This design comes from an exercise in tuning for small area on the open sky130 flow, not from production work.
In this exercise RTL edits were held to simulation tests only and were not proved equivalent to the original.
No activity file was given, so power comes from the tool's default toggle rates.

Setup of trial 73:
## cic3_echip65_2x12Row
module cic3_echip65_2x12Row
(
output logic [(25-1):0] out0,
output logic [(25-1):0] out1,
output logic [(25-1):0] out2,
output logic [(25-1):0] out3,
output logic [(25-1):0] out4,
output logic [(25-1):0] out5,
output logic [(25-1):0] out6,
output logic [(25-1):0] out7,
output logic [(25-1):0] out8,
output logic [(25-1):0] out9,
output logic [(25-1):0] out10,
output logic [(25-1):0] out11,
output logic [(25-1):0] out12,
output logic [(25-1):0] out13,
output logic [(25-1):0] out14,
output logic [(25-1):0] out15,
output logic [(25-1):0] out16,
output logic [(25-1):0] out17,
output logic [(25-1):0] out18,
output logic [(25-1):0] out19,
output logic [(25-1):0] out20,
output logic [(25-1):0] out21,
output logic [(25-1):0] out22,
output logic [(25-1):0] out23,
input logic [(24-1):0] in,
input logic clk,
input logic reset_n
);
logic [15:0] wo, wm, wn;
logic bnd, nbnd, keep, out_ld, nout_ld, xfer, xclr;
logic [24:0] outs [24];
cic3_clkdiv ctrl (
    .wo(wo), .wm(wm), .wn(wn), .bnd(bnd), .nbnd(nbnd), .keep(keep), .out_ld(out_ld),
    .nout_ld(nout_ld), .xfer(xfer), .xclr(xclr), .clk(clk), .reset_n(reset_n));
genvar k;
generate
    for (k = 0; k < 24; k++) begin : FILTERS
        cic3_echip65_noclk ch (
            .out(outs[k]), .in(in[k]), .clk(clk), .reset_n(reset_n),
            .wo(wo), .wm(wm), .wn(wn), .bnd(bnd), .nbnd(nbnd), .keep(keep),
            .out_ld(out_ld), .nout_ld(nout_ld), .xfer(xfer), .xclr(xclr));
    end
endgenerate
assign out0  = outs[0];
assign out1  = outs[1];
assign out2  = outs[2];
assign out3  = outs[3];
assign out4  = outs[4];
assign out5  = outs[5];
assign out6  = outs[6];
assign out7  = outs[7];
assign out8  = outs[8];
assign out9  = outs[9];
assign out10 = outs[10];
assign out11 = outs[11];
assign out12 = outs[12];
assign out13 = outs[13];
assign out14 = outs[14];
  ...
Settings: LEC_CHECK=0, CAP_MARGIN=20, CORE_MARGIN=2, CORE_UTILIZATION=65, CTS_CLUSTER_DIAMETER=60, CTS_CLUSTER_SIZE=28, SLEW_MARGIN=20; clock period 10.0 ns.
run.sh (not shown) runs the stock make flow with config.mk's settings and CLKGATE_MAP_FILE= SYNTH_SCRIPT=/design/flow/synth_recipe.tcl, a recipe that flattens the netlist after the stock synthesis.
For trial 23, these inputs were changed with respect to trial 73:
==> flow/flow/run.sh (new file) <==
#!/bin/bash
# Own layout flow: the standard ORFS flow (standard.sh) with two changes:
#  - the port buffers that buffer_ports inserts are sky130_fd_sc_hd__buf_1
#  - CTS clusters up to 28 sinks within 60 um and inserts no dummy loads
# Every tool's output goes to the ORFS logs under orfs/logs; make's own output
# goes to flow_make.log in this folder.
set -euo pipefail
export BUFFER_PORTS_ARGS="-buffer_cell sky130_fd_sc_hd__buf_1"
export CTS_ARGS="-sink_clustering_enable -repair_clock_nets -sink_clustering_size 28 -sink_clustering_max_diameter 60 -dont_use_dummy_load"
bash standard.sh finish > flow_make.log 2>&1
==> flow/standard.sh (new file) <==
#!/bin/bash
# synth_recipe.tcl (not shown) runs the flow's synth.tcl, then flattens the netlist and writes it again
# the make line also repeats each setting of config.mk as NAME=value (left out here)
make -C /OpenROAD-flow-scripts/flow DESIGN_CONFIG=/design/flow/config.mk WORK_HOME=/design/flow/orfs CLKGATE_MAP_FILE= SYNTH_SCRIPT=/design/flow/synth_recipe.tcl "${@:-finish}"
removed: flow/run.sh
==> run notes <==
Trial 23: PASS, flow complete, no timing, DRC or antenna violations. Diff trial 73 -> trial 23: maximum vdd ir drop increased 0.012 mV; first-iteration DRC count decreased 3.6%; number of buffers on the longest clock path essentially unchanged; achievable clock frequency increased 0.69%; hold slack decreased 17 ps. [diff] via count, trial 23 relative to trial 73: improvement. Trial 23: switching share of power lower than trial 73. Trial 23 vs trial 73, share of total power in the clock network went down by 2.6 points.

* * *

== job 101 ==
Another version of the RTL of cic3_echip65_2x12Row (not shown whole).
Size: ~10000 cells after synthesis, roughly 140000 sq um of cells after synthesis.
export LEC_CHECK = 0
export CAP_MARGIN = 20
export CORE_MARGIN = 2
export CORE_UTILIZATION = 65
export CTS_CLUSTER_DIAMETER = 60
export CTS_CLUSTER_SIZE = 28
export SLEW_MARGIN = 20
create_clock -name core_clock -period 10.0 [get_ports {clk}]
Stock flow here: none of the scripts above is used.
Input-level comparison between job 102 and job 101:
# job 101
export LEC_CHECK = 0
export CAP_MARGIN = 20
export CORE_MARGIN = 2
export CORE_UTILIZATION = 65
export CTS_CLUSTER_DIAMETER = 60
export CTS_CLUSTER_SIZE = 28
export SLEW_MARGIN = 20
create_clock -name core_clock -period 10.0 [get_ports {clk}]
# job 102
export LEC_CHECK = 0
export CAP_MARGIN = 20
export CORE_MARGIN = 2
export CORE_UTILIZATION = 65
export SLEW_MARGIN = 20
create_clock -name core_clock -period 10.0 [get_ports {clk}]
==> flow/flow/run.sh (new file) <==
#!/bin/bash
# Own layout flow: the standard ORFS flow (standard.sh) with two changes:
#  - the port buffers that buffer_ports inserts are sky130_fd_sc_hd__buf_1
#  - CTS clusters up to 30 sinks within 70 um and inserts no dummy loads
# Every tool's output goes to the ORFS logs under orfs/logs; make's own output
# goes to flow_make.log in this folder.
set -euo pipefail
export BUFFER_PORTS_ARGS="-buffer_cell sky130_fd_sc_hd__buf_1"
export CTS_ARGS="-sink_clustering_enable -repair_clock_nets -sink_clustering_size 30 -sink_clustering_max_diameter 70 -dont_use_dummy_load"
bash standard.sh finish > flow_make.log 2>&1
==> flow/standard.sh (new file) <==
#!/bin/bash
# synth_recipe.tcl (not shown) runs the flow's synth.tcl, then flattens the netlist and writes it again
# the make line also repeats each setting of config.mk as NAME=value (left out here)
make -C /OpenROAD-flow-scripts/flow DESIGN_CONFIG=/design/flow/config.mk WORK_HOME=/design/flow/orfs CLKGATE_MAP_FILE= SYNTH_SCRIPT=/design/flow/synth_recipe.tcl "${@:-finish}"
removed: flow/run.sh
==> comparison <==
Job 102 | stages: all done | timing, DRC, antenna: all pass. Looking at portion of the layout cell area used by clock cells, job 102 sits 1.5 points below job 101. Min routed length on met2 across job 101 and job 102: job 102. Job 102 vs. job 101: sequential share of power went up by 3.9 points.

==> afterwards: timing with drivers on the ports <==
How much do the figures lean on ideal ports? The routed layouts below were timed once more, with nothing changed but the port constraints. Step 1, drivers: a clkbuf_16 drives clk and a buf_2 each remaining input, both assumed. Step 2 moves the port delays by t, midway between the first and last clock arrival at a register: inputs arrive t later, outputs are due t later. That takes back most of the time a late clock gives input paths. Slacks: ideal ports / drivers / drivers and shift; pairs: ideal ports / drivers.
run	shift t [ns]	slack for setup (ns)	worst data-port slew with drivers (ns)
trial 73	0.986	1.125 / 1.125 / 1.125	0.15
trial 23	0.930	1.186 / 1.186 / 1.186	0.25
job 101	0.996	1.443 / 1.443 / 1.443	0.10
job 102	0.939	1.382 / 1.382 / 1.382	0.11
After both steps every run listed still meets setup and hold.
